What follows belongs to an exercise in optimizing a design on an open flow for small area and a short achievable clock period; a production flow would make more cautious choices.
Only simulation tests tie the RTL to the original design; equivalence was not proved.
Power figures rest on the tool's default switching activity, not on a simulated workload.

**flow/config.mk**
```make
export PLATFORM = sky130hd
export DESIGN_NAME = mac_demo
export DESIGN_NICKNAME = mac_demo
export VERILOG_FILES = /design/flow/design.v
export SDC_FILE = /design/flow/constraint.sdc
export NUM_CORES = 4
export LEC_CHECK = 0
export ABC_AREA = 1
export CAP_MARGIN = 20
export CORE_MARGIN = 2
export CORE_UTILIZATION = 40
export CTS_BUF_LIST = sky130_fd_sc_hd__clkbuf_4 sky130_fd_sc_hd__clkbuf_8
export GPL_ROUTABILITY_DRIVEN = 0
export SETUP_SLACK_MARGIN = 2.6
export SLEW_MARGIN = 20
export SYNTH_HIERARCHICAL = 1
export SYNTH_MINIMUM_KEEP_SIZE = 0
```
**flow/flow/run.sh**
```bash
#!/bin/bash
# The standard layout (the standard.sh, unchanged synthesis), except that
# the port buffers are plain buffers and the clock-delay buffer cells are not
# used anywhere. The make output goes to standard.log; ORFS keeps each step's
# log under orfs/logs/.
set -uo pipefail
export BUFFER_PORTS_ARGS="-buffer_cell sky130_fd_sc_hd__buf_2"
export DONT_USE_CELLS="sky130_fd_sc_hd__clkdlybuf4s15_1 sky130_fd_sc_hd__clkdlybuf4s15_2 sky130_fd_sc_hd__clkdlybuf4s18_1 sky130_fd_sc_hd__clkdlybuf4s18_2 sky130_fd_sc_hd__clkdlybuf4s25_1 sky130_fd_sc_hd__clkdlybuf4s25_2 sky130_fd_sc_hd__clkdlybuf4s50_1 sky130_fd_sc_hd__clkdlybuf4s50_2"
bash standard.sh > standard.log 2>&1
```
**flow/design.v**
```verilog
module multiplier  #(parameter width = 16)
   ( input    signed  [width-1 : 0] multiplicand,
     input    signed  [width-1 : 0] multiplier,   
     output   signed  [2 * width - 1 : 0] product
   ) ;
   assign  product = multiplicand * multiplier ;
endmodule
module  adder  #(parameter width = 32)  
		( input   signed [width-1 : 0] a ,
		  input   signed [width-1 : 0] b , 
		  output  signed [width-1 : 0] sum
		) ;
    assign   sum = a + b ;
endmodule
module accumulator #(parameter width = 32) 
	(input    clk,
     	 input    ena,
         input    reset,
         input	  signed [width - 1 : 0] acc_in,
   	 output   reg signed [width - 1 : 0] acc_out
	) ;
   always @(posedge clk) begin
      if (reset)  acc_out <= 0 ;
      else if (ena) acc_out <= acc_in ;
   end
endmodule
module mac_demo(input clk, input reset, input ena,
                input signed [15:0] k, input signed [15:0] x,
                output signed [31:0] acc_out);
  reg [31:0] rs, rc;
  reg rz;
  wire [31:0] acc;
  wire [31:0] ag, ap;
  ha u_cp0 (.a(rs[0]), .b(rc[0]), .s(ap[0]), .co(ag[0]));
  ha u_cp1 (.a(rs[1]), .b(rc[1]), .s(ap[1]), .co(ag[1]));
  ha u_cp2 (.a(rs[2]), .b(rc[2]), .s(ap[2]), .co(ag[2]));
  ha u_cp3 (.a(rs[3]), .b(rc[3]), .s(ap[3]), .co(ag[3]));
  ha u_cp4 (.a(rs[4]), .b(rc[4]), .s(ap[4]), .co(ag[4]));
  ha u_cp5 (.a(rs[5]), .b(rc[5]), .s(ap[5]), .co(ag[5]));
  ha u_cp6 (.a(rs[6]), .b(rc[6]), .s(ap[6]), .co(ag[6]));
  ha u_cp7 (.a(rs[7]), .b(rc[7]), .s(ap[7]), .co(ag[7]));
  ha u_cp8 (.a(rs[8]), .b(rc[8]), .s(ap[8]), .co(ag[8]));
  ha u_cp9 (.a(rs[9]), .b(rc[9]), .s(ap[9]), .co(ag[9]));
  ha u_cp10 (.a(rs[10]), .b(rc[10]), .s(ap[10]), .co(ag[10]));
  ha u_cp11 (.a(rs[11]), .b(rc[11]), .s(ap[11]), .co(ag[11]));
  ha u_cp12 (.a(rs[12]), .b(rc[12]), .s(ap[12]), .co(ag[12]));
  ha u_cp13 (.a(rs[13]), .b(rc[13]), .s(ap[13]), .co(ag[13]));
  ha u_cp14 (.a(rs[14]), .b(rc[14]), .s(ap[14]), .co(ag[14]));
  ha u_cp15 (.a(rs[15]), .b(rc[15]), .s(ap[15]), .co(ag[15]));
  ha u_cp16 (.a(rs[16]), .b(rc[16]), .s(ap[16]), .co(ag[16]));
  ha u_cp17 (.a(rs[17]), .b(rc[17]), .s(ap[17]), .co(ag[17]));
  ha u_cp18 (.a(rs[18]), .b(rc[18]), .s(ap[18]), .co(ag[18]));
  ha u_cp19 (.a(rs[19]), .b(rc[19]), .s(ap[19]), .co(ag[19]));
  ha u_cp20 (.a(rs[20]), .b(rc[20]), .s(ap[20]), .co(ag[20]));
  ha u_cp21 (.a(rs[21]), .b(rc[21]), .s(ap[21]), .co(ag[21]));
  ha u_cp22 (.a(rs[22]), .b(rc[22]), .s(ap[22]), .co(ag[22]));
  ha u_cp23 (.a(rs[23]), .b(rc[23]), .s(ap[23]), .co(ag[23]));
  ha u_cp24 (.a(rs[24]), .b(rc[24]), .s(ap[24]), .co(ag[24]));
  ha u_cp25 (.a(rs[25]), .b(rc[25]), .s(ap[25]), .co(ag[25]));
  ha u_cp26 (.a(rs[26]), .b(rc[26]), .s(ap[26]), .co(ag[26]));
  ha u_cp27 (.a(rs[27]), .b(rc[27]), .s(ap[27]), .co(ag[27]));
  ha u_cp28 (.a(rs[28]), .b(rc[28]), .s(ap[28]), .co(ag[28]));
  ha u_cp29 (.a(rs[29]), .b(rc[29]), .s(ap[29]), .co(ag[29]));
  ha u_cp30 (.a(rs[30]), .b(rc[30]), .s(ap[30]), .co(ag[30]));
  ha u_cp31 (.a(rs[31]), .b(rc[31]), .s(ap[31]), .co(ag[31]));
  wire pg1 = ag[1] | (ap[1] & ag[0]);
  wire pp_1 = ap[1] & ap[0];
  wire pg2 = ag[3] | (ap[3] & ag[2]);
  wire pp_2 = ap[3] & ap[2];
  wire pg3 = ag[5] | (ap[5] & ag[4]);
  wire pp_3 = ap[5] & ap[4];
  wire pg4 = ag[7] | (ap[7] & ag[6]);
  wire pp_4 = ap[7] & ap[6];
  wire pg5 = ag[9] | (ap[9] & ag[8]);
  wire pp_5 = ap[9] & ap[8];
  wire pg6 = ag[11] | (ap[11] & ag[10]);
  wire pp_6 = ap[11] & ap[10];
  wire pg7 = ag[13] | (ap[13] & ag[12]);
  wire pp_7 = ap[13] & ap[12];
  wire pg8 = ag[15] | (ap[15] & ag[14]);
  wire pp_8 = ap[15] & ap[14];
  wire pg9 = ag[17] | (ap[17] & ag[16]);
  wire pp_9 = ap[17] & ap[16];
  wire pg10 = ag[19] | (ap[19] & ag[18]);
  wire pp_10 = ap[19] & ap[18];
  wire pg11 = ag[21] | (ap[21] & ag[20]);
  wire pp_11 = ap[21] & ap[20];
  wire pg12 = ag[23] | (ap[23] & ag[22]);
  wire pp_12 = ap[23] & ap[22];
  wire pg13 = ag[25] | (ap[25] & ag[24]);
  wire pp_13 = ap[25] & ap[24];
  wire pg14 = ag[27] | (ap[27] & ag[26]);
  wire pp_14 = ap[27] & ap[26];
  wire pg15 = ag[29] | (ap[29] & ag[28]);
  wire pp_15 = ap[29] & ap[28];
  wire pg16 = ag[31] | (ap[31] & ag[30]);
  wire pp_16 = ap[31] & ap[30];
  wire pg17 = pg2 | (pp_2 & pg1);
  wire pp_17 = pp_2 & pp_1;
  wire pg18 = pg4 | (pp_4 & pg3);
  wire pp_18 = pp_4 & pp_3;
  wire pg19 = pg6 | (pp_6 & pg5);
  wire pp_19 = pp_6 & pp_5;
  wire pg20 = pg8 | (pp_8 & pg7);
  wire pp_20 = pp_8 & pp_7;
  wire pg21 = pg10 | (pp_10 & pg9);
  wire pp_21 = pp_10 & pp_9;
  wire pg22 = pg12 | (pp_12 & pg11);
  wire pp_22 = pp_12 & pp_11;
  wire pg23 = pg14 | (pp_14 & pg13);
  wire pp_23 = pp_14 & pp_13;
  wire pg24 = pg16 | (pp_16 & pg15);
  wire pp_24 = pp_16 & pp_15;
  wire pg25 = pg18 | (pp_18 & pg17);
  wire pp_25 = pp_18 & pp_17;
  wire pg26 = pg20 | (pp_20 & pg19);
  wire pp_26 = pp_20 & pp_19;
  wire pg27 = pg22 | (pp_22 & pg21);
  wire pp_27 = pp_22 & pp_21;
  wire pg28 = pg24 | (pp_24 & pg23);
  wire pp_28 = pp_24 & pp_23;
  wire pg29 = pg26 | (pp_26 & pg25);
  wire pp_29 = pp_26 & pp_25;
  wire pg30 = pg28 | (pp_28 & pg27);
  wire pp_30 = pp_28 & pp_27;
  wire pg31 = pg30 | (pp_30 & pg29);
  wire pp_31 = pp_30 & pp_29;
  wire pg32 = pg27 | (pp_27 & pg29);
  wire pp_32 = pp_27 & pp_29;
  wire pg33 = pg19 | (pp_19 & pg25);
  wire pp_33 = pp_19 & pp_25;
  wire pg34 = pg21 | (pp_21 & pg29);
  wire pp_34 = pp_21 & pp_29;
  wire pg35 = pg23 | (pp_23 & pg32);
  wire pp_35 = pp_23 & pp_32;
  wire pg36 = pg3 | (pp_3 & pg17);
  wire pp_36 = pp_3 & pp_17;
  wire pg37 = pg5 | (pp_5 & pg25);
  wire pp_37 = pp_5 & pp_25;
  wire pg38 = pg7 | (pp_7 & pg33);
  wire pp_38 = pp_7 & pp_33;
  wire pg39 = pg9 | (pp_9 & pg29);
  wire pp_39 = pp_9 & pp_29;
  wire pg40 = pg11 | (pp_11 & pg34);
  wire pp_40 = pp_11 & pp_34;
  wire pg41 = pg13 | (pp_13 & pg32);
  wire pp_41 = pp_13 & pp_32;
  wire pg42 = pg15 | (pp_15 & pg35);
  wire pp_42 = pp_15 & pp_35;
  wire pg43 = ag[2] | (ap[2] & pg1);
  wire pp_43 = ap[2] & pp_1;
  wire pg44 = ag[4] | (ap[4] & pg17);
  wire pp_44 = ap[4] & pp_17;
  wire pg45 = ag[6] | (ap[6] & pg36);
  wire pp_45 = ap[6] & pp_36;
  wire pg46 = ag[8] | (ap[8] & pg25);
  wire pp_46 = ap[8] & pp_25;
  wire pg47 = ag[10] | (ap[10] & pg37);
  wire pp_47 = ap[10] & pp_37;
  wire pg48 = ag[12] | (ap[12] & pg33);
  wire pp_48 = ap[12] & pp_33;
  wire pg49 = ag[14] | (ap[14] & pg38);
  wire pp_49 = ap[14] & pp_38;
  wire pg50 = ag[16] | (ap[16] & pg29);
  wire pp_50 = ap[16] & pp_29;
  wire pg51 = ag[18] | (ap[18] & pg39);
  wire pp_51 = ap[18] & pp_39;
  wire pg52 = ag[20] | (ap[20] & pg34);
  wire pp_52 = ap[20] & pp_34;
  wire pg53 = ag[22] | (ap[22] & pg40);
  wire pp_53 = ap[22] & pp_40;
  wire pg54 = ag[24] | (ap[24] & pg32);
  wire pp_54 = ap[24] & pp_32;
  wire pg55 = ag[26] | (ap[26] & pg41);
  wire pp_55 = ap[26] & pp_41;
  wire pg56 = ag[28] | (ap[28] & pg35);
  wire pp_56 = ap[28] & pp_35;
  wire pg57 = ag[30] | (ap[30] & pg42);
  wire pp_57 = ap[30] & pp_42;
  assign acc = ap ^ {pg57, pg42, pg56, pg35, pg55, pg41, pg54, pg32, pg53, pg40, pg52, pg34, pg51, pg39, pg50, pg29, pg49, pg38, pg48, pg33, pg47, pg37, pg46, pg25, pg45, pg36, pg44, pg17, pg43, pg1, ag[0], 1'b0};
  assign acc_out = acc & {32{~rz}};
  wire en = ena;
  wire [31:0] fb = acc_out;
  wire [16:0] xe = {x, 1'b0};
  wire [15:0] kg = k;
  wire [16:0] ke = {k[15], k};
  wire [17:0] ke2 = {ke, 1'b0};
  wire [7:0] ng, ngb;
  wire b0_one = (xe[1] ^ xe[0]) & en;
  wire b0_two = ((xe[2] & ~xe[1] & ~xe[0]) | (~xe[2] & xe[1] & xe[0])) & en;
  assign ng[0] = xe[2];
  wire [16:0] t0 = ke ^ {17{ng[0]}};
  wire [16:0] pp0 = ({17{b0_one}} & t0) | ({17{b0_two}} & {t0[15:0], ng[0]});
  assign ngb[0] = xe[2] & ~(xe[1] & xe[0]) & en;
  wire b1_one = (xe[3] ^ xe[2]) & en;
  wire b1_two = ((xe[4] & ~xe[3] & ~xe[2]) | (~xe[4] & xe[3] & xe[2])) & en;
  assign ng[1] = xe[4];
  wire [16:0] t1 = ke ^ {17{ng[1]}};
  wire [16:0] pp1 = ({17{b1_one}} & t1) | ({17{b1_two}} & {t1[15:0], ng[1]});
  assign ngb[1] = xe[4] & ~(xe[3] & xe[2]) & en;
  wire b2_one = (xe[5] ^ xe[4]) & en;
  wire b2_two = ((xe[6] & ~xe[5] & ~xe[4]) | (~xe[6] & xe[5] & xe[4])) & en;
  assign ng[2] = xe[6];
  wire [16:0] t2 = ke ^ {17{ng[2]}};
  wire [16:0] pp2 = ({17{b2_one}} & t2) | ({17{b2_two}} & {t2[15:0], ng[2]});
  assign ngb[2] = xe[6] & ~(xe[5] & xe[4]) & en;
  wire b3_one = (xe[7] ^ xe[6]) & en;
  wire b3_two = ((xe[8] & ~xe[7] & ~xe[6]) | (~xe[8] & xe[7] & xe[6])) & en;
  assign ng[3] = xe[8];
  wire [16:0] t3 = ke ^ {17{ng[3]}};
  wire [16:0] pp3 = ({17{b3_one}} & t3) | ({17{b3_two}} & {t3[15:0], ng[3]});
  assign ngb[3] = xe[8] & ~(xe[7] & xe[6]) & en;
  wire b4_one = (xe[9] ^ xe[8]) & en;
  wire b4_two = ((xe[10] & ~xe[9] & ~xe[8]) | (~xe[10] & xe[9] & xe[8])) & en;
  assign ng[4] = xe[10];
  wire [16:0] t4 = ke ^ {17{ng[4]}};
  wire [16:0] pp4 = ({17{b4_one}} & t4) | ({17{b4_two}} & {t4[15:0], ng[4]});
  assign ngb[4] = xe[10] & ~(xe[9] & xe[8]) & en;
  wire b5_one = (xe[11] ^ xe[10]) & en;
  wire b5_two = ((xe[12] & ~xe[11] & ~xe[10]) | (~xe[12] & xe[11] & xe[10])) & en;
  assign ng[5] = xe[12];
  wire [16:0] t5 = ke ^ {17{ng[5]}};
  wire [16:0] pp5 = ({17{b5_one}} & t5) | ({17{b5_two}} & {t5[15:0], ng[5]});
  assign ngb[5] = xe[12] & ~(xe[11] & xe[10]) & en;
  wire b6_one = (xe[13] ^ xe[12]) & en;
  wire b6_two = ((xe[14] & ~xe[13] & ~xe[12]) | (~xe[14] & xe[13] & xe[12])) & en;
  assign ng[6] = xe[14];
  wire [16:0] t6 = ke ^ {17{ng[6]}};
  wire [16:0] pp6 = ({17{b6_one}} & t6) | ({17{b6_two}} & {t6[15:0], ng[6]});
  assign ngb[6] = xe[14] & ~(xe[13] & xe[12]) & en;
  wire b7_one = (xe[15] ^ xe[14]) & en;
  wire b7_two = ((xe[16] & ~xe[15] & ~xe[14]) | (~xe[16] & xe[15] & xe[14])) & en;
  assign ng[7] = xe[16];
  wire [16:0] t7 = ke ^ {17{ng[7]}};
  wire [16:0] pp7 = ({17{b7_one}} & t7) | ({17{b7_two}} & {t7[15:0], ng[7]});
  assign ngb[7] = xe[16] & ~(xe[15] & xe[14]) & en;
  wire [5:0] pk;
  assign pk[0] = kg[0];
  assign pk[1] = kg[1] ^ (ng[7] & |kg[0:0]);
  assign pk[2] = kg[2] ^ (ng[7] & |kg[1:0]);
  assign pk[3] = kg[3] ^ (ng[7] & |kg[2:0]);
  assign pk[4] = kg[4] ^ (ng[7] & |kg[3:0]);
  assign pk[5] = kg[5] ^ (ng[7] & |kg[4:0]);
  wire [5:0] pe7 = ({6{b7_one}} & pk) | ({6{b7_two}} & {pk[4:0], 1'b0});
  wire c7 = ngb[7] & ~(b7_one & |kg[5:0]) & ~(b7_two & |kg[4:0]);
  wire fs0, fc0;
  fa u_fa0 (.a(ngb[0]), .b(fb[0]), .c(pp0[0]), .s(fs0), .co(fc0));
  wire fs1, fc1;
  fa u_fa1 (.a(fb[1]), .b(pp0[1]), .c(fc0), .s(fs1), .co(fc1));
  wire fs2, fc2;
  fa u_fa2 (.a(ngb[1]), .b(fb[2]), .c(pp0[2]), .s(fs2), .co(fc2));
  wire fs3, fc3;
  fa u_fa3 (.a(pp1[0]), .b(fs2), .c(fc1), .s(fs3), .co(fc3));
  wire fs4, fc4;
  fa u_fa4 (.a(fb[3]), .b(pp0[3]), .c(pp1[1]), .s(fs4), .co(fc4));
  wire hs0, hc0;
  ha u_ha0 (.a(fc2), .b(fs4), .s(hs0), .co(hc0));
  wire fs5, fc5;
  fa u_fa5 (.a(ngb[2]), .b(fb[4]), .c(pp0[4]), .s(fs5), .co(fc5));
  wire fs6, fc6;
  fa u_fa6 (.a(pp1[2]), .b(pp2[0]), .c(fc4), .s(fs6), .co(fc6));
  wire fs7, fc7;
  fa u_fa7 (.a(fs5), .b(hc0), .c(fs6), .s(fs7), .co(fc7));
  wire fs8, fc8;
  fa u_fa8 (.a(fb[5]), .b(pp0[5]), .c(pp1[3]), .s(fs8), .co(fc8));
  wire fs9, fc9;
  fa u_fa9 (.a(pp2[1]), .b(fc5), .c(fs8), .s(fs9), .co(fc9));
  wire hs1, hc1;
  ha u_ha1 (.a(fc6), .b(fs9), .s(hs1), .co(hc1));
  wire fs10, fc10;
  fa u_fa10 (.a(ngb[3]), .b(fb[6]), .c(pp0[6]), .s(fs10), .co(fc10));
  wire fs11, fc11;
  fa u_fa11 (.a(pp1[4]), .b(pp2[2]), .c(pp3[0]), .s(fs11), .co(fc11));
  wire fs12, fc12;
  fa u_fa12 (.a(fc8), .b(fs10), .c(fs11), .s(fs12), .co(fc12));
  wire hs2, hc2;
  ha u_ha2 (.a(fc9), .b(fs12), .s(hs2), .co(hc2));
  wire fs13, fc13;
  fa u_fa13 (.a(fb[7]), .b(pp0[7]), .c(pp1[5]), .s(fs13), .co(fc13));
  wire fs14, fc14;
  fa u_fa14 (.a(pp2[3]), .b(pp3[1]), .c(fc10), .s(fs14), .co(fc14));
  wire fs15, fc15;
  fa u_fa15 (.a(fc11), .b(fs13), .c(fs14), .s(fs15), .co(fc15));
  wire hs3, hc3;
  ha u_ha3 (.a(fc12), .b(hc2), .s(hs3), .co(hc3));
  wire fs16, fc16;
  fa u_fa16 (.a(ngb[4]), .b(fb[8]), .c(pp0[8]), .s(fs16), .co(fc16));
  wire fs17, fc17;
  fa u_fa17 (.a(pp1[6]), .b(pp2[4]), .c(pp3[2]), .s(fs17), .co(fc17));
  wire hs4, hc4;
  ha u_ha4 (.a(pp4[0]), .b(fc13), .s(hs4), .co(hc4));
  wire fs18, fc18;
  fa u_fa18 (.a(fb[9]), .b(pp0[9]), .c(pp1[7]), .s(fs18), .co(fc18));
  wire hs5, hc5;
  ha u_ha5 (.a(pp2[5]), .b(pp3[3]), .s(hs5), .co(hc5));
  wire fs19, fc19;
  fa u_fa19 (.a(ngb[5]), .b(fb[10]), .c(pp0[10]), .s(fs19), .co(fc19));
  wire fs20, fc20;
  fa u_fa20 (.a(pp1[8]), .b(pp2[6]), .c(pp3[4]), .s(fs20), .co(fc20));
  wire fs21, fc21;
  fa u_fa21 (.a(fb[11]), .b(pp0[11]), .c(pp1[9]), .s(fs21), .co(fc21));
  wire hs6, hc6;
  ha u_ha6 (.a(pp2[7]), .b(pp3[5]), .s(hs6), .co(hc6));
  wire fs22, fc22;
  fa u_fa22 (.a(ngb[6]), .b(fb[12]), .c(pp0[12]), .s(fs22), .co(fc22));
  wire fs23, fc23;
  fa u_fa23 (.a(pp1[10]), .b(pp2[8]), .c(pp3[6]), .s(fs23), .co(fc23));
  wire hs7, hc7;
  ha u_ha7 (.a(pp4[4]), .b(pp5[2]), .s(hs7), .co(hc7));
  wire fs24, fc24;
  fa u_fa24 (.a(fb[13]), .b(pp0[13]), .c(pp1[11]), .s(fs24), .co(fc24));
  wire fs25, fc25;
  fa u_fa25 (.a(pp2[9]), .b(pp3[7]), .c(pp4[5]), .s(fs25), .co(fc25));
  wire hs8, hc8;
  ha u_ha8 (.a(pp5[3]), .b(pp6[1]), .s(hs8), .co(hc8));
  wire fs26, fc26;
  fa u_fa26 (.a(fb[14]), .b(pp0[14]), .c(pp1[12]), .s(fs26), .co(fc26));
  wire fs27, fc27;
  fa u_fa27 (.a(pp2[10]), .b(pp3[8]), .c(pp4[6]), .s(fs27), .co(fc27));
  wire fs28, fc28;
  fa u_fa28 (.a(pp5[4]), .b(pp6[2]), .c(pe7[0]), .s(fs28), .co(fc28));
  wire fs29, fc29;
  fa u_fa29 (.a(fb[15]), .b(pp0[15]), .c(pp1[13]), .s(fs29), .co(fc29));
  wire fs30, fc30;
  fa u_fa30 (.a(pp2[11]), .b(pp3[9]), .c(pp4[7]), .s(fs30), .co(fc30));
  wire fs31, fc31;
  fa u_fa31 (.a(pp5[5]), .b(pp6[3]), .c(pe7[1]), .s(fs31), .co(fc31));
  wire fs32, fc32;
  fa u_fa32 (.a(fb[16]), .b(pp0[16]), .c(pp1[14]), .s(fs32), .co(fc32));
  wire fs33, fc33;
  fa u_fa33 (.a(pp2[12]), .b(pp3[10]), .c(pp4[8]), .s(fs33), .co(fc33));
  wire fs34, fc34;
  fa u_fa34 (.a(pp5[6]), .b(pp6[4]), .c(pe7[2]), .s(fs34), .co(fc34));
  wire fs35, fc35;
  fa u_fa35 (.a(fb[17]), .b(pp0[16]), .c(pp1[15]), .s(fs35), .co(fc35));
  wire fs36, fc36;
  fa u_fa36 (.a(pp2[13]), .b(pp3[11]), .c(pp4[9]), .s(fs36), .co(fc36));
  wire fs37, fc37;
  fa u_fa37 (.a(pp5[7]), .b(pp6[5]), .c(pe7[3]), .s(fs37), .co(fc37));
  wire fs38, fc38;
  fa u_fa38 (.a(fb[18]), .b(~pp0[16]), .c(~pp1[16]), .s(fs38), .co(fc38));
  wire fs39, fc39;
  fa u_fa39 (.a(pp2[14]), .b(pp3[12]), .c(pp4[10]), .s(fs39), .co(fc39));
  wire fs40, fc40;
  fa u_fa40 (.a(pp5[8]), .b(pp6[6]), .c(pe7[4]), .s(fs40), .co(fc40));
  wire fs41, fc41;
  assign fs41 = ~(fb[19] ^ pp2[15]);
  assign fc41 = fb[19] | pp2[15];
  wire fs42, fc42;
  fa u_fa42 (.a(pp3[13]), .b(pp4[11]), .c(pp5[9]), .s(fs42), .co(fc42));
  wire hs9, hc9;
  ha u_ha9 (.a(pp6[7]), .b(pe7[5]), .s(hs9), .co(hc9));
  wire fs43, fc43;
  fa u_fa43 (.a(fb[20]), .b(~pp2[16]), .c(pp3[14]), .s(fs43), .co(fc43));
  wire fs44, fc44;
  fa u_fa44 (.a(pp4[12]), .b(pp5[10]), .c(pp6[8]), .s(fs44), .co(fc44));
  wire hs10, hc10;
  ha u_ha10 (.a(pp7[6]), .b(c7), .s(hs10), .co(hc10));
  wire fs45, fc45;
  assign fs45 = ~(fb[21] ^ pp3[15]);
  assign fc45 = fb[21] | pp3[15];
  wire fs46, fc46;
  fa u_fa46 (.a(pp4[13]), .b(pp5[11]), .c(pp6[9]), .s(fs46), .co(fc46));
  wire fs47, fc47;
  fa u_fa47 (.a(fb[22]), .b(~pp3[16]), .c(pp4[14]), .s(fs47), .co(fc47));
  wire hs11, hc11;
  assign hs11 = ~fb[23];
  assign hc11 = fb[23];
  wire fs48, fc48;
  fa u_fa48 (.a(fs16), .b(fs17), .c(hs4), .s(fs48), .co(fc48));
  wire fs49, fc49;
  fa u_fa49 (.a(pp4[1]), .b(hs5), .c(fc16), .s(fs49), .co(fc49));
  wire hs12, hc12;
  ha u_ha12 (.a(fc17), .b(fs18), .s(hs12), .co(hc12));
  wire fs50, fc50;
  fa u_fa50 (.a(pp4[2]), .b(pp5[0]), .c(hc5), .s(fs50), .co(fc50));
  wire fs51, fc51;
  fa u_fa51 (.a(fc18), .b(fs19), .c(fs20), .s(fs51), .co(fc51));
  wire fs52, fc52;
  fa u_fa52 (.a(pp4[3]), .b(pp5[1]), .c(hs6), .s(fs52), .co(fc52));
  wire fs53, fc53;
  fa u_fa53 (.a(fc19), .b(fc20), .c(fs21), .s(fs53), .co(fc53));
  wire fs54, fc54;
  fa u_fa54 (.a(pp6[0]), .b(hc6), .c(hs7), .s(fs54), .co(fc54));
  wire fs55, fc55;
  fa u_fa55 (.a(fc21), .b(fs22), .c(fs23), .s(fs55), .co(fc55));
  wire fs56, fc56;
  fa u_fa56 (.a(hc7), .b(hs8), .c(fc22), .s(fs56), .co(fc56));
  wire fs57, fc57;
  fa u_fa57 (.a(fc23), .b(fs24), .c(fs25), .s(fs57), .co(fc57));
  wire fs58, fc58;
  fa u_fa58 (.a(hc8), .b(fc24), .c(fc25), .s(fs58), .co(fc58));
  wire fs59, fc59;
  fa u_fa59 (.a(fs26), .b(fs27), .c(fs28), .s(fs59), .co(fc59));
  wire fs60, fc60;
  fa u_fa60 (.a(fc26), .b(fc27), .c(fc28), .s(fs60), .co(fc60));
  wire fs61, fc61;
  fa u_fa61 (.a(fs29), .b(fs30), .c(fs31), .s(fs61), .co(fc61));
  wire fs62, fc62;
  fa u_fa62 (.a(fc29), .b(fc30), .c(fc31), .s(fs62), .co(fc62));
  wire fs63, fc63;
  fa u_fa63 (.a(fs32), .b(fs33), .c(fs34), .s(fs63), .co(fc63));
  wire fs64, fc64;
  fa u_fa64 (.a(fc32), .b(fc33), .c(fc34), .s(fs64), .co(fc64));
  wire fs65, fc65;
  fa u_fa65 (.a(fs35), .b(fs36), .c(fs37), .s(fs65), .co(fc65));
  wire fs66, fc66;
  fa u_fa66 (.a(fc35), .b(fc36), .c(fc37), .s(fs66), .co(fc66));
  wire fs67, fc67;
  fa u_fa67 (.a(fs38), .b(fs39), .c(fs40), .s(fs67), .co(fc67));
  wire fs68, fc68;
  fa u_fa68 (.a(hs9), .b(fc38), .c(fc39), .s(fs68), .co(fc68));
  wire fs69, fc69;
  fa u_fa69 (.a(fc40), .b(fs41), .c(fs42), .s(fs69), .co(fc69));
  wire fs70, fc70;
  fa u_fa70 (.a(hc9), .b(fc41), .c(fc42), .s(fs70), .co(fc70));
  wire fs71, fc71;
  fa u_fa71 (.a(fs43), .b(fs44), .c(hs10), .s(fs71), .co(fc71));
  wire fs72, fc72;
  fa u_fa72 (.a(pp7[7]), .b(fc43), .c(fc44), .s(fs72), .co(fc72));
  wire fs73, fc73;
  fa u_fa73 (.a(fs45), .b(hc10), .c(fs46), .s(fs73), .co(fc73));
  wire fs74, fc74;
  fa u_fa74 (.a(pp5[12]), .b(pp6[10]), .c(pp7[8]), .s(fs74), .co(fc74));
  wire fs75, fc75;
  fa u_fa75 (.a(fc45), .b(fc46), .c(fs47), .s(fs75), .co(fc75));
  wire fs76, fc76;
  fa u_fa76 (.a(hs11), .b(pp4[15]), .c(pp5[13]), .s(fs76), .co(fc76));
  wire fs77, fc77;
  fa u_fa77 (.a(pp6[11]), .b(pp7[9]), .c(fc47), .s(fs77), .co(fc77));
  wire fs78, fc78;
  fa u_fa78 (.a(fb[24]), .b(hc11), .c(~pp4[16]), .s(fs78), .co(fc78));
  wire fs79, fc79;
  fa u_fa79 (.a(pp5[14]), .b(pp6[12]), .c(pp7[10]), .s(fs79), .co(fc79));
  wire fs80, fc80;
  assign fs80 = ~(fb[25] ^ pp5[15]);
  assign fc80 = fb[25] | pp5[15];
  wire hs13, hc13;
  ha u_ha13 (.a(pp6[13]), .b(pp7[11]), .s(hs13), .co(hc13));
  wire fs81, fc81;
  fa u_fa81 (.a(fb[26]), .b(~pp5[16]), .c(pp6[14]), .s(fs81), .co(fc81));
  wire hs14, hc14;
  assign hs14 = ~fb[27];
  assign hc14 = fb[27];
  wire hs15, hc15;
  ha u_ha15 (.a(fc14), .b(fs48), .s(hs15), .co(hc15));
  wire fs82, fc82;
  fa u_fa82 (.a(hc4), .b(hs12), .c(fs49), .s(fs82), .co(fc82));
  wire fs83, fc83;
  fa u_fa83 (.a(fs50), .b(hc12), .c(fc49), .s(fs83), .co(fc83));
  wire fs84, fc84;
  fa u_fa84 (.a(fc50), .b(fs52), .c(fc51), .s(fs84), .co(fc84));
  wire fs85, fc85;
  fa u_fa85 (.a(fc52), .b(fs54), .c(fc53), .s(fs85), .co(fc85));
  wire fs86, fc86;
  fa u_fa86 (.a(fc54), .b(fs56), .c(fc55), .s(fs86), .co(fc86));
  wire fs87, fc87;
  fa u_fa87 (.a(fc56), .b(fs58), .c(fc57), .s(fs87), .co(fc87));
  wire fs88, fc88;
  fa u_fa88 (.a(fc58), .b(fs60), .c(fc59), .s(fs88), .co(fc88));
  wire fs89, fc89;
  fa u_fa89 (.a(fc60), .b(fs62), .c(fc61), .s(fs89), .co(fc89));
  wire fs90, fc90;
  fa u_fa90 (.a(fc62), .b(fs64), .c(fc63), .s(fs90), .co(fc90));
  wire fs91, fc91;
  fa u_fa91 (.a(fc64), .b(fs66), .c(fc65), .s(fs91), .co(fc91));
  wire fs92, fc92;
  fa u_fa92 (.a(fc66), .b(fs68), .c(fc67), .s(fs92), .co(fc92));
  wire fs93, fc93;
  fa u_fa93 (.a(fc68), .b(fc69), .c(fs70), .s(fs93), .co(fc93));
  wire fs94, fc94;
  fa u_fa94 (.a(fc70), .b(fs72), .c(fc71), .s(fs94), .co(fc94));
  wire fs95, fc95;
  fa u_fa95 (.a(fs74), .b(fc72), .c(fc73), .s(fs95), .co(fc95));
  wire fs96, fc96;
  fa u_fa96 (.a(fc74), .b(fs76), .c(fs77), .s(fs96), .co(fc96));
  wire fs97, fc97;
  fa u_fa97 (.a(fc76), .b(fs78), .c(fs79), .s(fs97), .co(fc97));
  wire fs98, fc98;
  fa u_fa98 (.a(hs13), .b(fc78), .c(fc79), .s(fs98), .co(fc98));
  wire fs99, fc99;
  fa u_fa99 (.a(pp7[12]), .b(hc13), .c(fc80), .s(fs99), .co(fc99));
  wire fs100, fc100;
  fa u_fa100 (.a(hs14), .b(pp6[15]), .c(pp7[13]), .s(fs100), .co(fc100));
  wire fs101, fc101;
  fa u_fa101 (.a(fb[28]), .b(hc14), .c(~pp6[16]), .s(fs101), .co(fc101));
  wire hs16, hc16;
  assign hs16 = ~fb[29];
  assign hc16 = fb[29];
  wire hs17, hc17;
  ha u_ha17 (.a(fc15), .b(hc3), .s(hs17), .co(hc17));
  wire fs102, fc102;
  fa u_fa102 (.a(fc48), .b(fs82), .c(hc15), .s(fs102), .co(fc102));
  wire fs103, fc103;
  fa u_fa103 (.a(fs51), .b(fs83), .c(fc82), .s(fs103), .co(fc103));
  wire fs104, fc104;
  fa u_fa104 (.a(fs53), .b(fc83), .c(fs84), .s(fs104), .co(fc104));
  wire fs105, fc105;
  fa u_fa105 (.a(fs55), .b(fc84), .c(fs85), .s(fs105), .co(fc105));
  wire fs106, fc106;
  fa u_fa106 (.a(fs57), .b(fc85), .c(fs86), .s(fs106), .co(fc106));
  wire fs107, fc107;
  fa u_fa107 (.a(fs59), .b(fc86), .c(fs87), .s(fs107), .co(fc107));
  wire fs108, fc108;
  fa u_fa108 (.a(fs61), .b(fc87), .c(fs88), .s(fs108), .co(fc108));
  wire fs109, fc109;
  fa u_fa109 (.a(fs63), .b(fc88), .c(fs89), .s(fs109), .co(fc109));
  wire fs110, fc110;
  fa u_fa110 (.a(fs65), .b(fc89), .c(fs90), .s(fs110), .co(fc110));
  wire fs111, fc111;
  fa u_fa111 (.a(fs67), .b(fc90), .c(fs91), .s(fs111), .co(fc111));
  wire fs112, fc112;
  fa u_fa112 (.a(fs69), .b(fc91), .c(fs92), .s(fs112), .co(fc112));
  wire fs113, fc113;
  fa u_fa113 (.a(fs71), .b(fc92), .c(fs93), .s(fs113), .co(fc113));
  wire fs114, fc114;
  fa u_fa114 (.a(fs73), .b(fc93), .c(fs94), .s(fs114), .co(fc114));
  wire fs115, fc115;
  fa u_fa115 (.a(fs75), .b(fc94), .c(fs95), .s(fs115), .co(fc115));
  wire fs116, fc116;
  fa u_fa116 (.a(fc75), .b(fc95), .c(fs96), .s(fs116), .co(fc116));
  wire fs117, fc117;
  fa u_fa117 (.a(fc77), .b(fs97), .c(fc96), .s(fs117), .co(fc117));
  wire fs118, fc118;
  fa u_fa118 (.a(fs80), .b(fc97), .c(fs98), .s(fs118), .co(fc118));
  wire fs119, fc119;
  fa u_fa119 (.a(fs81), .b(fc98), .c(fs99), .s(fs119), .co(fc119));
  wire fs120, fc120;
  fa u_fa120 (.a(fc81), .b(fs100), .c(fc99), .s(fs120), .co(fc120));
  wire fs121, fc121;
  fa u_fa121 (.a(pp7[14]), .b(fc100), .c(fs101), .s(fs121), .co(fc121));
  wire fs122, fc122;
  fa u_fa122 (.a(hs16), .b(pp7[15]), .c(fc101), .s(fs122), .co(fc122));
  wire fs123, fc123;
  fa u_fa123 (.a(fb[30]), .b(hc16), .c(~pp7[16]), .s(fs123), .co(fc123));
  wire hs18, hc18;
  assign hs18 = ~fb[31];
  assign hc18 = fb[31];
  wire [31:0] ns = {hs18, fs123, fs122, fs121, fs120, fc118, fs118, fs117, fc115, fc114, fc113, fc112, fc111, fc110, fc109, fc108, fc107, fc106, fc105, fc104, fc103, fs103, hc17, hs15, fs15, hc1, fc7, fs7, hs0, fs3, fs1, fs0};
  wire [31:0] nc = {fc123, fc122, fc121, fc120, fc119, fs119, fc117, fc116, fs116, fs115, fs114, fs113, fs112, fs111, fs110, fs109, fs108, fs107, fs106, fs105, fs104, fc102, fs102, hs17, hs3, hs2, hs1, 1'b0, fc3, 1'b0, 1'b0, 1'b0};
  always @(posedge clk) begin
    rz <= reset;
    rs <= ns;
    rc <= nc;
  end
endmodule
module fa(input a, input b, input c, output s, output co);
  assign s = a ^ b ^ c;
  assign co = (a & b) | (a & c) | (b & c);
endmodule
module ha(input a, input b, output s, output co);
  assign s = a ^ b;
  assign co = a & b;
endmodule
```
**flow/constraint.sdc**
```tcl
create_clock -name core_clock -period 7.0 [get_ports {clk}]
set_input_delay 1.4000 -clock core_clock [delete_from_list [all_inputs] [get_ports {clk}]]
set_output_delay 1.4000 -clock core_clock [all_outputs]
set_load 0.01 [all_outputs]
```
**flow/standard.sh**
```bash
#!/bin/bash
# synth_recipe.tcl (not shown) runs the flow's synth.tcl, then flattens the netlist and writes it again
# the make line also repeats each setting of config.mk as NAME=value (left out here)
make -C /OpenROAD-flow-scripts/flow DESIGN_CONFIG=/design/flow/config.mk WORK_HOME=/design/flow/orfs CLKGATE_MAP_FILE= SYNTH_SCRIPT=/design/flow/synth_recipe.tcl "${@:-finish}"
```
==> flow_summary.json, run 1 <==
{
  "rows": 52,
  "wl_um": 20630,
  "antenna_cells": 0,
  "post-dp-hpwl_um": 16380,
  "grt.total_usage_pct": 20.35,
  "leakagePower_uw": 0.004000,
  "grt_pass1_wl_um": 33960,
  "drive_gt1_share_pct": 14.06,
  "reg2reg_from": "rs[7]$_DFF_P_",
  "ir_worst_vdd_uv": 207.5,
  "ys_ff_latch": 61,
  "hold_ws_ns": 0.6866,
  "dieArea_um2": 21490,
  "tns_ns": 0,
  "cp-start-kind": "flip-flop",
  "setup_viol": 0,
  "cp_data_arrival_time_ns": 4.47,
  "clockRootBuffer": "clkbuf_8",
  "clock_latency_ns": 0.37,
  "worstPathMaxFanout": 4,
  "antenna_left": 0,
  "hp-class": "flip-flop to flip-flop",
  "remaining_drc_errors": 0,
  "wl_per_cell_um": 17.70,
  "io_buffers": 66,
  "cts.sink_count": 61,
  "worstRegToRegCells": 14,
  "fin_nets": 1120,
  "period_share_pct": 60.37,
  "ys_seq_area_share_pct": 15.01,
  "min-delay-start": "rc[31]$_DFF_P_",
  "synthCells": 866,
  "p_per_area_nw_per_um2": 418.6,
  "grt_pass1_vias": 6287,
  "numCtsBuffers": 9,
  "die_y_um": 146.6,
  "clkTransAtPathRegs_ns": 0.08,
  "syn_area_um2": 8135,
  "avgSynthCellArea_um2": 9.394,
  "slew_viol_final": 0,
  "cts_tree": "yes",
  "path_class": "flip-flop to flip-flop",
  "hold_depth": 4,
  "synth_top_area_cell": "fa_1",
  "h-tree-depth": 3,
  "synth_top_area_share_pct": 29.78,
  "timing.rr.end": "rc[15]$_DFF_P_",
  "syn2layout_area_growth_pct": 8.490,
  "tightestPinTransition_ns": 0.5435,
  "drv_cap": 0,
  "grt_max_degree": 33,
  "synthTopCellsByArea": "fa_1, dfxtp_1, xnor2_1",
  "drt_pass1_iterations": 5,
  "slew_headroom_pct": 63.48,
  "coreArea_um2": 20100,
  "cp.required_ns": 7.25,
  "outcome": "no timing/DRC/antenna violations",
  "io_pins": 67,
  "synth.yosys.warnings": 7,
  "ctsHoldBuffers": 0,
  "hold_viol": 0,
  "rsz0062_at_grt": "false",
  "antenna_found_initial": 0,
  "hold_end": "rs[31]$_DFF_P_",
  "min_period_ns": 4.226,
  "initial_core_util_pct": 40.47,
  "via_per_inst": 5.372,
  "vias": 6264,
  "grt_overflow": 0,
  "fmax_ghz": 0.2366,
  "drtIter0Drc": 411,
  "clock_skew_ns": 0.01435,
  "clk_path_buf_depth": 2,
  "die_width_um": 146.6,
  "crit_path_end_kind": "flip-flop",
  "synth_cell_types": 36,
  "rrSetupSlack_ns": 2.77
}
[cell families after synthesis]
kind of cell    after synthesis  synth area share [%]
simple gates                168                 9.336
xor+xnor                    127                 13.67
compound gates              179                 13.53
flops                        61                 15.01
other cells                   1               0.04610
fa+ha+maj                   194                 41.00
buf+inv                     136                 7.398
[critical path, stage by stage (launching register included)]
cell and delay [ns]:
dfxtp_1 0.31, ha_1 0.33, nand2_1 0.11, inv_1 0.07, a21oi_4 0.21, a21oi_1 0.11, or2_1 0.25, a31o_1 0.20
ha_1 0.27, inv_1 0.03, nor2_1 0.30, fa_1 0.49, fa_1 0.46, fa_1 0.51, fa_1 0.43
[report_power, final]
part           internal [µW]  switching (µW)  total, µW
clock                    173             157        330
combinational           1170            1570       2740
sequential               568            52.3        620
[modules after synthesis (local to each module, per instance)]
module    cells inside  times used  cell area, µm²
fa                   1         121           20.02
ha                   1          47           12.51
mac_demo           698           1            5125
[cell type report]
type,instances,area (µm²)
tap,270,337.8
clock buffer,10,137.6
fill,1961,11280
sequential,61,1221
timing repair buffer,68,365.4
clock inverter,6,62.56
inverter,79,296.5
multi-input combinational,672,6405
[metrics by stage]
stage | area (µm²) | instances | utilization (%) | setup slack (ns) | power (µW)
floorplan | 8147 | 869 | - | 2.790 | 2668
global placement | 8517 | 1149 | 42.36 | 2.046 | 3290
detailed placement | 8517 | 1149 | 42.36 | 2.013 | 3370
CTS | 8762 | 1165 | 43.58 | 2.589 | 3739
global route | 8826 | 1166 | 43.90 | 2.605 | 4230
finish | 8826 | 1166 | 43.90 | 2.774 | 3694
[how the worst max path moves through the flow]
stage / from / end / cells after the start
after floorplan: ena / rc[17]$_DFF_P_ / 10
after global placement: x[3] / rc[21]$_DFF_P_ / 9
after detailed placement: x[3] / rc[21]$_DFF_P_ / 9
after CTS: x[3] / rc[21]$_DFF_P_ / 9
after global routing: rc[15]$_DFF_P_ / acc_out[27] / 14
final: rs[7]$_DFF_P_ / rc[15]$_DFF_P_ / 14
[placed cells by master (no fill, tap or decap), types with 3 or more instances in the layout]
cell type and count:
o21a_1 12, nor2_1 38, nand2_4 5, buf_2 58
xnor2_1 114, o22ai_1 112, clkinvlp_4 3, xor2_1 13
ha_1 73, o21ai_1 5, clkbuf_8 10, nand2_1 58
a31o_2 3, nand2_2 21, inv_1 76, nor3_4 3
a21oi_1 11, dfxtp_1 61, o21ai_0 31, buf_4 8
nand3_1 10, fa_1 121, nor3_1 24, conb_1 4
[synth_stat cells]
cell	n
nand2_4	5
dfxtp_1	61
buf_1	5
inv_1	76
a21oi_2	1
nor2_1	38
a31o_2	3
nor2_2	2
or2_1	1
o21bai_1	1
a31o_1	1
buf_6	1
xor2_1	13
inv_2	2
a21o_1	1
nor3_1	29
ha_1	73
a21oi_1	11
clkinv_1	1
xnor2_1	114
nor2_4	2
clkbuf_2	1
o21ai_1	3
nand3_1	10
buf_4	11
a21oi_4	1
o21a_1	12
buf_2	33
nand2_1	73
o22ai_1	112
o21ai_0	33
conb_1	1
nand4_1	2
clkbuf_1	6
fa_1	121
nand2_2	6
[routing by layer]
metal | wire [µm] | vias to the layer above | global-route usage (%)
li1 | - | 2966 | -
met1 | 9581 | 3077 | 29.12
met2 | 9360 | 204 | 31.64
met3 | 1471 | 17 | 4.781
met4 | 221 | 0 | 4.029
met5 | 0 | - | 0
[state kept, by name, indices dropped and copies added (netlist names)]
signal,count
rs,32
rz,1
rc,28
[what timing repair did]
item | CTS | global route
buffers inserted | 0 | 1
setup endpoints to repair | 27 | 30
pin swaps | 0 | 1
resized for setup | 16 | 17
==> run 2, diff against run 1 <==
--- a/flow/config.mk
+++ b/flow/config.mk
@@ -11,5 +11,4 @@
 export CORE_UTILIZATION = 40
 export CTS_BUF_LIST = sky130_fd_sc_hd__clkbuf_4 sky130_fd_sc_hd__clkbuf_8
-export GPL_ROUTABILITY_DRIVEN = 0
 export SETUP_SLACK_MARGIN = 2.6
 export SLEW_MARGIN = 20
==> run 2 against run 1 <==
  * Synthesized cell count is the same
  * Global-route usage is the same
  * Clock power is essentially flat
  * Synthesized area is the same
  * Still clean on timing, DRC and antenna
  * First-iteration DRC count is the same
  * Non-clock buffer count is the same
  * Register-to-register slack is essentially flat
==> flow_summary.json, run 2 <==
{
  "leakagePower_uw": 0.004000,
  "wl_um": 20630,
  "antenna_cells": 0,
  "synth_top_area_share_pct": 29.78,
  "coreArea_um2": 20100,
  "drive_gt1_share_pct": 14.06,
  "cp_data_arrival_time_ns": 4.47,
  "synthTopCellsByCount": "fa_1, xnor2_1, o22ai_1, inv_1",
  "synth_cell_types": 36,
  "ctsHoldBuffers": 0,
  "min_period_ns": 4.226,
  "path_class": "flip-flop to flip-flop",
  "rsz0062_at_grt": "false",
  "cp-start-kind": "flip-flop",
  "clock_latency_ns": 0.37,
  "drv_cap": 0,
  "antenna_left": 0,
  "synth_top_area_cell": "fa_1",
  "regMostFlops": "rs",
  "vias": 6264,
  "top_regs": "rs (32), rc (28), rz (1)",
  "avgSynthCellArea_um2": 9.394,
  "clock_skew_ns": 0.01435,
  "cts_tree": "yes",
  "syn2layout_area_growth_pct": 8.490,
  "syn_area_um2": 8135,
  "grt_max_degree": 33,
  "slew_headroom_pct": 63.48,
  "ir_worst_vdd_uv": 207.5,
  "power_uw": 3694,
  "place_congestion": 0.8597,
  "synth.yosys.warnings": 7,
  "synthTopCellsByArea": "fa_1, dfxtp_1, xnor2_1",
  "ys_seq_area_share_pct": 15.01,
  "cp.required_ns": 7.25,
  "via_per_inst": 5.372,
  "die_width_um": 146.6,
  "layout_commonest_cell": "fa_1",
  "dieArea_um2": 21490,
  "antenna_found_initial": 0,
  "crit_path_end_kind": "flip-flop",
  "io_buffers": 66,
  "initial_core_util_pct": 40.47,
  "final_cell_mix": "fa_1, xnor2_1, o22ai_1, inv_1, ha_1",
  "grt_pass1_wl_um": 33960,
  "drt_pass1_iterations": 5,
  "synth-main-ff-cell": "dfxtp_1",
  "hold_ws_ns": 0.6866,
  "io_pins": 67,
  "rows": 52,
  "fmax_ghz": 0.2366,
  "clk_path_buf_depth": 2,
  "hp-class": "flip-flop to flip-flop",
  "period_share_pct": 60.37,
  "remaining_drc_errors": 0,
  "synthArstFlopShare_pct": 0,
  "worstPathMaxFanout": 4,
  "synthCells": 866,
  "wl_per_cell_um": 17.70,
  "clockRootBuffer": "clkbuf_8",
  "ys_ff_latch": 61,
  "cts.sink_count": 61,
  "numCtsBuffers": 9,
  "grt_overflow": 0,
  "tightestPinTransition_ns": 0.5435,
  "p_per_area_nw_per_um2": 418.6,
  "slew_viol_final": 0,
  "outcome": "no timing/DRC/antenna violations",
  "h-tree-depth": 3,
  "die_y_um": 146.6,
  "fin_nets": 1120,
  "setup_viol": 0,
  "grt_pass1_vias": 6287,
  "hold_viol": 0,
  "synth.most_common_cell": "fa_1",
  "post-dp-hpwl_um": 16380,
  "largest_reg_flops": 32,
  "grt.total_usage_pct": 20.35,
  "drtIter0Drc": 411,
  "synth_edf_count": 0,
  "tns_ns": 0,
  "clkTransAtPathRegs_ns": 0.08
}
run 2: cell counts after synthesis:
No cell type changed its count.
run 2: area by class of cell:
cell class / instances / area (µm²)
clock buffer: 10 / 137.6
clock inverter: 6 / 62.56
multi-input combinational: 672 / 6405
timing repair buffer: 68 / 365.4
inverter: 79 / 296.5
sequential: 61 / 1221
tap: 270 / 337.8
fill: 1961 / 11280
run 2: layer usage:
metal  global-route usage, %  routed length, µm
met3                   4.781               1471
met2                   31.64               9360
met1                   29.12               9581
met5                       0                  0
met4                   4.029                221
run 2: logic make-up after synthesis:
kind of cell	Yosys count	synth area share, %
fa+ha+maj	194	41.00
compound gates	179	13.53
simple gates	168	9.336
buf+inv	136	7.398
xor+xnor	127	13.67
flops	61	15.01
other cells	1	0.04610
run 2: path summary, 6_finish.rpt:
check                                     from        endpoint  slack (ns)  depth (start not counted)
worst max register to register   rs[7]$_DFF_P_  rc[15]$_DFF_P_        2.77                         14
worst min register to register  rc[31]$_DFF_P_  rs[31]$_DFF_P_        0.69                          4
worst min-delay path            rc[31]$_DFF_P_  rs[31]$_DFF_P_        0.69                          4
worst max-delay path             rs[7]$_DFF_P_  rc[15]$_DFF_P_        2.77                         14
run 2: modules after synthesis (local to each module, per instance):
| module | copies in the design | flops+latches | area (µm²) |
|---|---|---|---|
| mac_demo | 1 | 61 | 5125 |
| fa | 121 | 0 | 20.02 |
| ha | 47 | 0 | 12.51 |
run 2: what timing repair did:
item                                   in CTS  in global routing
endpoints found under the hold margin       0                  0
pin swaps                                   0                  1
setup endpoints to repair                  27                 30
gates resized for setup                    16                 17
buffers inserted                            0                  1
run 2: worst max-delay path, stage by stage (launching register included):
cell and delay [ns]:
dfxtp_1 0.31, ha_1 0.33, nand2_1 0.11, inv_1 0.07, a21oi_4 0.21, a21oi_1 0.11, or2_1 0.25, a31o_1 0.20
ha_1 0.27, inv_1 0.03, nor2_1 0.30, fa_1 0.49, fa_1 0.46, fa_1 0.51, fa_1 0.43
run 2: through the flow:
step | util [%] | worst slack (ns) | area [µm²] | instances
after floorplan | - | 2.790 | 8147 | 869
after detailed placement | 42.36 | 2.013 | 8517 | 1149
after global routing | 43.90 | 2.605 | 8826 | 1166
final | 43.90 | 2.774 | 8826 | 1166
after global placement | 42.36 | 2.046 | 8517 | 1149
after CTS | 43.58 | 2.589 | 8762 | 1165
run 2: power breakdown:
| group | total (µW) | internal, µW | switching, µW |
|---|---|---|---|
| logic | 2740 | 1170 | 1570 |
| clock network | 330 | 173 | 157 |
| registers | 620 | 568 | 52.3 |
==> run 3, diff against run 2 <==
--- a/flow/config.mk
+++ b/flow/config.mk
@@ -9,5 +9,5 @@
 export CAP_MARGIN = 20
 export CORE_MARGIN = 2
-export CORE_UTILIZATION = 40
+export CORE_UTILIZATION = 30
 export CTS_BUF_LIST = sky130_fd_sc_hd__clkbuf_4 sky130_fd_sc_hd__clkbuf_8
 export SETUP_SLACK_MARGIN = 2.6
==> run 3 against run 2 <==
  * Still clean on timing, DRC and antenna
  * Die area rose by 32%
  * Sequential share of layout area fell by 0.27 points
  * Clock power rose by 23%
  * Clock-buffer cell count did not move
  * Design area rose by 2.1%
  * Combinational power rose by 1%
  * Register-to-register slack barely moved
  * Synthesized cell count did not move
  * Setup slack got worse by 0.072 ns
==> flow_summary.json, run 3 <==
{
  "synth_edf_count": 0,
  "remaining_drc_errors": 0,
  "numCtsBuffers": 9,
  "tns_ns": 0,
  "setup_viol": 0,
  "coreArea_um2": 26800,
  "rrSetupSlack_ns": 2.78,
  "leakagePower_uw": 0.004025,
  "antenna_found_initial": 5,
  "via_per_inst": 4.967,
  "synth.yosys.warnings": 7,
  "wl_per_cell_um": 17.08,
  "p_per_area_nw_per_um2": 423.1,
  "die_y_um": 168.7,
  "rsz0062_at_grt": "true",
  "cp.required_ns": 7.25,
  "power_uw": 3813,
  "synth.most_common_cell": "fa_1",
  "busiest_layer": "met2",
  "ys_ff_latch": 61,
  "ctsHoldBuffers": 0,
  "synthCells": 866,
  "worstPathMaxFanout": 21,
  "slew_viol_final": 0,
  "cts.sink_count": 61,
  "hold_viol": 0,
  "post-dp-hpwl_um": 17040,
  "power_frac_comb_pct": 72.9,
  "rows": 60,
  "antenna_left": 0,
  "synth_top_area_cell": "fa_1",
  "grt_overflow": 0,
  "cpPeakStageDelay_ns": 0.53,
  "syn_area_um2": 8135,
  "avgSynthCellArea_um2": 9.394,
  "cp_data_arrival_time_ns": 4.55,
  "drtIter0Drc": 424,
  "grt.total_usage_pct": 15.74,
  "grt_util_met2_pct": 24.59,
  "fin_nets": 1120,
  "place_congestion": 0.8808,
  "top_regs": "rs (32), rc (28), rz (1)",
  "cts_tree": "yes",
  "min_period_ns": 4.297,
  "place_area_um2": 8606,
  "clock_latency_ns": 0.37,
  "grt_pass1_wl_um": 34520,
  "io_pins": 67,
  "synth_top_area_share_pct": 29.78,
  "largest_reg_flops": 32,
  "final_cell_mix": "fa_1, xnor2_1, o22ai_1, inv_1, ha_1",
  "crit_path_end_kind": "flip-flop",
  "dp_cells": 1220,
  "crit_chain": "buf_4, nand2_1, o21ai_0, nand2_2, o22ai_1, fa_1, fa_1, fa_1, fa_1",
  "grt_max_degree": 33,
  "regMostFlops": "rs",
  "fin_cells": 1238,
  "p_sw_uw": 1805,
  "die_width_um": 168.7,
  "drv_cap": 0,
  "io_buffers": 66,
  "crit_top_cell": "fa_1",
  "ir_worst_vdd_uv": 118.2,
  "crit_family": "adder cells",
  "clock_skew_ns": 0.01602,
  "slowest_stage": "fa_1",
  "clk_path_buf_depth": 2,
  "clkTransAtPathRegs_ns": 0.07,
  "vias": 6149,
  "synthArstFlopShare_pct": 0,
  "final_area_um2": 9012,
  "intPower_uw": 2008,
  "layout_commonest_cell": "fa_1",
  "tightestPinTransition_ns": 0.5513,
  "cp-start-kind": "input port",
  "fin_util_pct": 33.63,
  "slew_headroom_pct": 63.16,
  "synth_cell_types": 36,
  "grtUsageMet1_pct": 20.91,
  "synthTopCellsByArea": "fa_1, dfxtp_1, xnor2_1",
  "p_seq_share_pct": 16.5,
  "syn2layout_area_growth_pct": 10.78,
  "dieArea_um2": 28450,
  "synthTopCellsByCount": "fa_1, xnor2_1, o22ai_1, inv_1",
  "drt_pass1_iterations": 5,
  "synth-main-ff-cell": "dfxtp_1",
  "crit_buf_inv": 1,
  "outcome": "no timing/DRC/antenna violations",
  "use_met3_pct": 5.307,
  "ys_seq_area_share_pct": 15.01,
  "hp-class": "flip-flop to flip-flop",
  "grt_pass1_vias": 6290,
  "h-tree-depth": 3,
  "path_class": "input port to flip-flop",
  "period_share_pct": 61.39,
  "pwr-share-clk_pct": 10.6,
  "initial_core_util_pct": 30.35,
  "swShare_pct": 47.34,
  "wl_um": 21140,
  "drive_gt1_share_pct": 14.62,
  "fmax_ghz": 0.2327,
  "clockRootBuffer": "clkbuf_8"
}
run 3: cell counts after synthesis:
No cell type changed its count.
run 3: kinds of logic after synthesis:
family,count (synthesis),synth area share [%]
buffers and inverters,136,7.398
AO/OA/AOI/OAI,179,13.53
AND/OR/NAND/NOR,168,9.336
other,1,0.04610
adder cells (fa/ha/maj),194,41.00
flip-flops,61,15.01
XOR/XNOR,127,13.67
run 3: final timing paths:
check            startpoint        endpoint  depth (start not counted)
min          rc[31]$_DFF_P_  rs[31]$_DFF_P_                          4
max reg2reg   rs[6]$_DFF_P_  rc[15]$_DFF_P_                         14
min reg2reg  rc[31]$_DFF_P_  rs[31]$_DFF_P_                          4
max                    x[5]  rc[14]$_DFF_P_                          9
run 3: per-module statistics from Yosys, one instance, submodules excluded:
module / cells / area [µm²] / flops+latches / copies in the design
ha: 1 / 12.51 / 0 / 47
mac_demo: 698 / 5125 / 61 / 1
fa: 1 / 20.02 / 0 / 121
run 3: per-layer routing:
| layer | share of wire (%) | wire, µm |
|---|---|---|
| met1 | 44 | 9315 |
| met2 | 45 | 9536 |
| met3 | 9.0 | 1903 |
| met4 | 1.7 | 359 |
| met5 | 0.11 | 24 |
run 3: power by group through the flow:
stage / registers [µW] / logic [µW] / clock network (µW)
floorplan: 612 / 2060 / 0
global placement: 627 / 2680 / 0
detailed placement: 629 / 2760 / 0
CTS: 623 / 2790 / 421
global route: 645 / 3300 / 433
finish: 628 / 2780 / 406
run 3: layout make-up:
cell class | instances | area [µm²]
timing repair buffer | 68 | 365.4
clock inverter | 6 | 110.1
multi-input combinational | 672 | 6451
fill | 2697 | 17790
sequential | 61 | 1222
antenna | 1 | 2.502
inverter | 79 | 296.5
clock buffer | 10 | 137.6
tap | 341 | 426.7
run 3: through the flow:
stage,setup slack [ns],hold slack (ns)
global route,2.530,0.7781
global placement,2.062,0.6701
finish,2.703,0.6982
CTS,2.613,0.7106
floorplan,2.790,0.4889
detailed placement,1.993,0.6882
run 3: timing repair:
item / 4_1_cts / 5_1_grt
gates resized for setup: 17 / 20
pin swaps: 0 / 5
setup buffers: 0 / 1
endpoints found under the setup margin: 26 / 35
run 3: worst min-delay path, delay by kind of cell, from the launching register on:
family                   cells  cell delay (ns)
adder cells (fa/ha/maj)      1             0.14
flip-flops                   1             0.32
buffers and inverters        1             0.04
AO/OA/AOI/OAI                1             0.13
AND/OR/NAND/NOR              1             0.05
==> run 4, diff against run 3 <==
--- a/flow/config.mk
+++ b/flow/config.mk
@@ -9,5 +9,5 @@
 export CAP_MARGIN = 20
 export CORE_MARGIN = 2
-export CORE_UTILIZATION = 30
+export CORE_UTILIZATION = 55
 export CTS_BUF_LIST = sky130_fd_sc_hd__clkbuf_4 sky130_fd_sc_hd__clkbuf_8
 export SETUP_SLACK_MARGIN = 2.6
==> run 4 against run 3 <==
  * Wire length increased by 1.7%
  * Sequential share of layout area up 0.39 points
  * Synthesized cell count is the same
  * Sequential cell count unchanged
  * Via count is 3.1% higher
  * Clock power about the same
  * Non-clock buffer count decreased by 1
  * Cell count decreased by 13%
  * Clock skew down 0.00068 ns
  * Core utilization is 27 points higher
  * Design area is 2.9% lower
  * Largest power group unchanged
  * Highest routed layer is now met4
==> flow_summary.json, run 4 <==
{
  "synth-main-ff-cell": "dfxtp_1",
  "tightestPinTransition_ns": 0.8806,
  "place_congestion": 0.9452,
  "outcome": "no timing/DRC/antenna violations",
  "tns_ns": 0,
  "drtIter0Drc": 306,
  "antenna_cells": 0,
  "top_regs": "rs (32), rc (28), rz (1)",
  "synth_top_area_cell": "fa_1",
  "syn2layout_area_growth_pct": 7.613,
  "drt_pass1_iterations": 5,
  "syn_area_um2": 8135,
  "grt.total_usage_pct": 29.09,
  "fmax_ghz": 0.2320,
  "via_per_inst": 5.877,
  "synthTopCellsByArea": "fa_1, dfxtp_1, xnor2_1",
  "wl_um": 21500,
  "hp-class": "flip-flop to flip-flop",
  "rows": 44,
  "clkTransAtPathRegs_ns": 0.08,
  "min_period_ns": 4.311,
  "path_class": "input port to flip-flop",
  "initial_core_util_pct": 56.19,
  "fin_nets": 1119,
  "synth.yosys.warnings": 7,
  "ys_ff_latch": 61,
  "post_cts_buffers": 0,
  "numCtsBuffers": 9,
  "grt_pass1_vias": 6979,
  "drive_gt1_share_pct": 13.97,
  "cts_tree": "yes",
  "slew_viol_final": 0,
  "leakagePower_uw": 0.004019,
  "antenna_found_initial": 0,
  "die_y_um": 125.6,
  "drv_cap": 0,
  "synth_top_area_share_pct": 29.78,
  "h-tree-depth": 3,
  "vias": 6341,
  "coreArea_um2": 14480,
  "avgSynthCellArea_um2": 9.394,
  "remaining_drc_errors": 0,
  "hold_ws_ns": 0.6852,
  "setup_viol": 0,
  "final_cell_mix": "fa_1, xnor2_1, o22ai_1, inv_1, ha_1",
  "synth.most_common_cell": "fa_1",
  "rsz0062_at_grt": "true",
  "io_pins": 67,
  "ys_seq_area_share_pct": 15.01,
  "grt_max_degree": 22,
  "slew_headroom_pct": 41.22,
  "largest_reg_flops": 32,
  "hold_viol": 0,
  "ir_worst_vdd_uv": 286.9,
  "io_buffers": 66,
  "cp.required_ns": 7.25,
  "layout_commonest_cell": "fa_1",
  "synth_edf_count": 0,
  "clock_latency_ns": 0.38,
  "synthTopCellsByCount": "fa_1, xnor2_1, o22ai_1, inv_1",
  "regMostFlops": "rs",
  "grt_pass1_wl_um": 35540,
  "clockRootBuffer": "clkbuf_8",
  "die_width_um": 125.6,
  "crit_path_end_kind": "flip-flop",
  "wl_per_cell_um": 19.93,
  "post-dp-hpwl_um": 17300,
  "antenna_left": 0,
  "synth_cell_types": 36,
  "clk_path_buf_depth": 2,
  "dieArea_um2": 15780,
  "cp-start-kind": "input port",
  "cp_data_arrival_time_ns": 4.56,
  "synthCells": 866,
  "period_share_pct": 61.58,
  "cts.sink_count": 61,
  "clock_skew_ns": 0.01534,
  "grt_overflow": 0,
  "worstPathMaxFanout": 19,
  "fin_util_pct": 60.46,
  "nFillCells": 1249,
  "synthArstFlopShare_pct": 0,
  "p_per_area_nw_per_um2": 432.5
}
## run 4: cell counts after synthesis
Identical to the previous run, type by type.
## run 4: critical path, stage by stage
cell and delay, ns:
buf_4 0.21, ha_1 0.33, nand2_1 0.32, o22ai_1 0.43
fa_1 0.50, fa_1 0.44, fa_1 0.51, fa_1 0.41
## run 4: path summary, 6_finish.rpt
path,start,endpoint,slack (ns),cells past startpoint
worst max-delay path,x[1],rc[17]$_DFF_P_,2.69,8
worst min-delay path,rc[31]$_DFF_P_,rs[31]$_DFF_P_,0.69,4
worst max register to register,rs[7]$_DFF_P_,rc[16]$_DFF_P_,2.86,14
worst min register to register,rc[31]$_DFF_P_,rs[31]$_DFF_P_,0.69,4
## run 4: timing repair
item                                    4_1_cts  5_1_grt
endpoints found under the setup margin       25       30
resized for setup                            12       20
cloned                                        0        0
hold buffers                                  0        0
## run 4: Yosys stat by module (local to each module, per instance)
module	cell area (µm²)	cells inside	flops+latches
ha	12.51	1	0
mac_demo	5125	698	61
fa	20.02	1	0
## run 4: routing by layer
| metal | share of wire [%] | global-route usage [%] | up-vias |
|---|---|---|---|
| li1 | - | - | 2956 |
| met3 | 4.9 | 4.333 | 61 |
| met4 | 4.5 | 13.79 | 0 |
| met1 | 40 | 35.78 | 3112 |
| met2 | 50 | 50.43 | 212 |
| met5 | 0 | 0 | - |
## run 4: per-stage QoR
step	total power [µW]	cells	cell area [µm²]	worst slack, ns
global placement	3282	1063	8409	2.000
CTS	3843	1079	8687	2.590
floorplan	2668	869	8147	2.790
global route	4277	1079	8755	2.569
finish	3787	1079	8755	2.689
detailed placement	3397	1063	8409	1.957
## run 4: power by group
group	internal [µW]	leakage [µW]	switching [µW]	total, µW
registers	568	0.000512	56.5	625
logic	1180	0.00339	1580	2750
clock network	245	0.000119	162	408
## run 4: logic make-up after synthesis
| family | after synthesis | share of synthesized area, % |
|---|---|---|
| other | 1 | 0.04610 |
| XOR/XNOR | 127 | 13.67 |
| buffers and inverters | 136 | 7.398 |
| flip-flops | 61 | 15.01 |
| AND/OR/NAND/NOR | 168 | 9.336 |
| adder cells (fa/ha/maj) | 194 | 41.00 |
| AO/OA/AOI/OAI | 179 | 13.53 |
## run 4: cell type report
class / count / area (µm²) / share of cell area (%)
Clock buffer: 10 / 137.6 / 1.572
Clock inverter: 6 / 110.1 / 1.258
Inverter: 79 / 296.5 / 3.387
Multi-Input combinational cell: 672 / 6397 / 73.07
Sequential cell: 61 / 1221 / 13.95
Tap cell: 184 / 230.2 / 2.630
Timing Repair Buffer: 67 / 361.6 / 4.130

-- static timing again, ports no longer ideal --
No port has a modelled driver above. Below, the same layouts with a new extraction and two added sets of constraints. Step 1 (the two cells are an assumption about what drives the block):
set clk [get_ports {clk}]
set_driving_cell -lib_cell sky130_fd_sc_hd__clkbuf_16 $clk
set_driving_cell -lib_cell sky130_fd_sc_hd__buf_2 [delete_from_list [all_inputs] $clk]
Step 2 adds t to the input delays and takes it off the output delays; t is the mean of the earliest and latest rising clock arrival at the registers after step 1. Input paths then give back, and output paths get back, about the clock's delay inside the block. a / b / c = no drivers / after step 1 / after step 2; a / b = the first two.
run	t, ns	setup slack, ns	hold slack, ns	latest minus earliest clock arrival (ns)
run 1	0.406	2.774 / 2.762 / 2.391	0.687 / 0.687 / 0.687	0.014 / 0.014
run 2	0.406	2.774 / 2.762 / 2.391	0.687 / 0.687 / 0.687	0.014 / 0.014
run 3	0.404	2.703 / 2.699 / 2.295	0.698 / 0.698 / 0.698	0.016 / 0.016
run 4	0.409	2.689 / 2.708 / 2.299	0.685 / 0.685 / 0.685	0.016 / 0.015
After both steps every run listed still meets setup and hold. The setup slack of run 3, which loses most, moves by -0.004 ns with the drivers and by -0.408 ns with both steps.
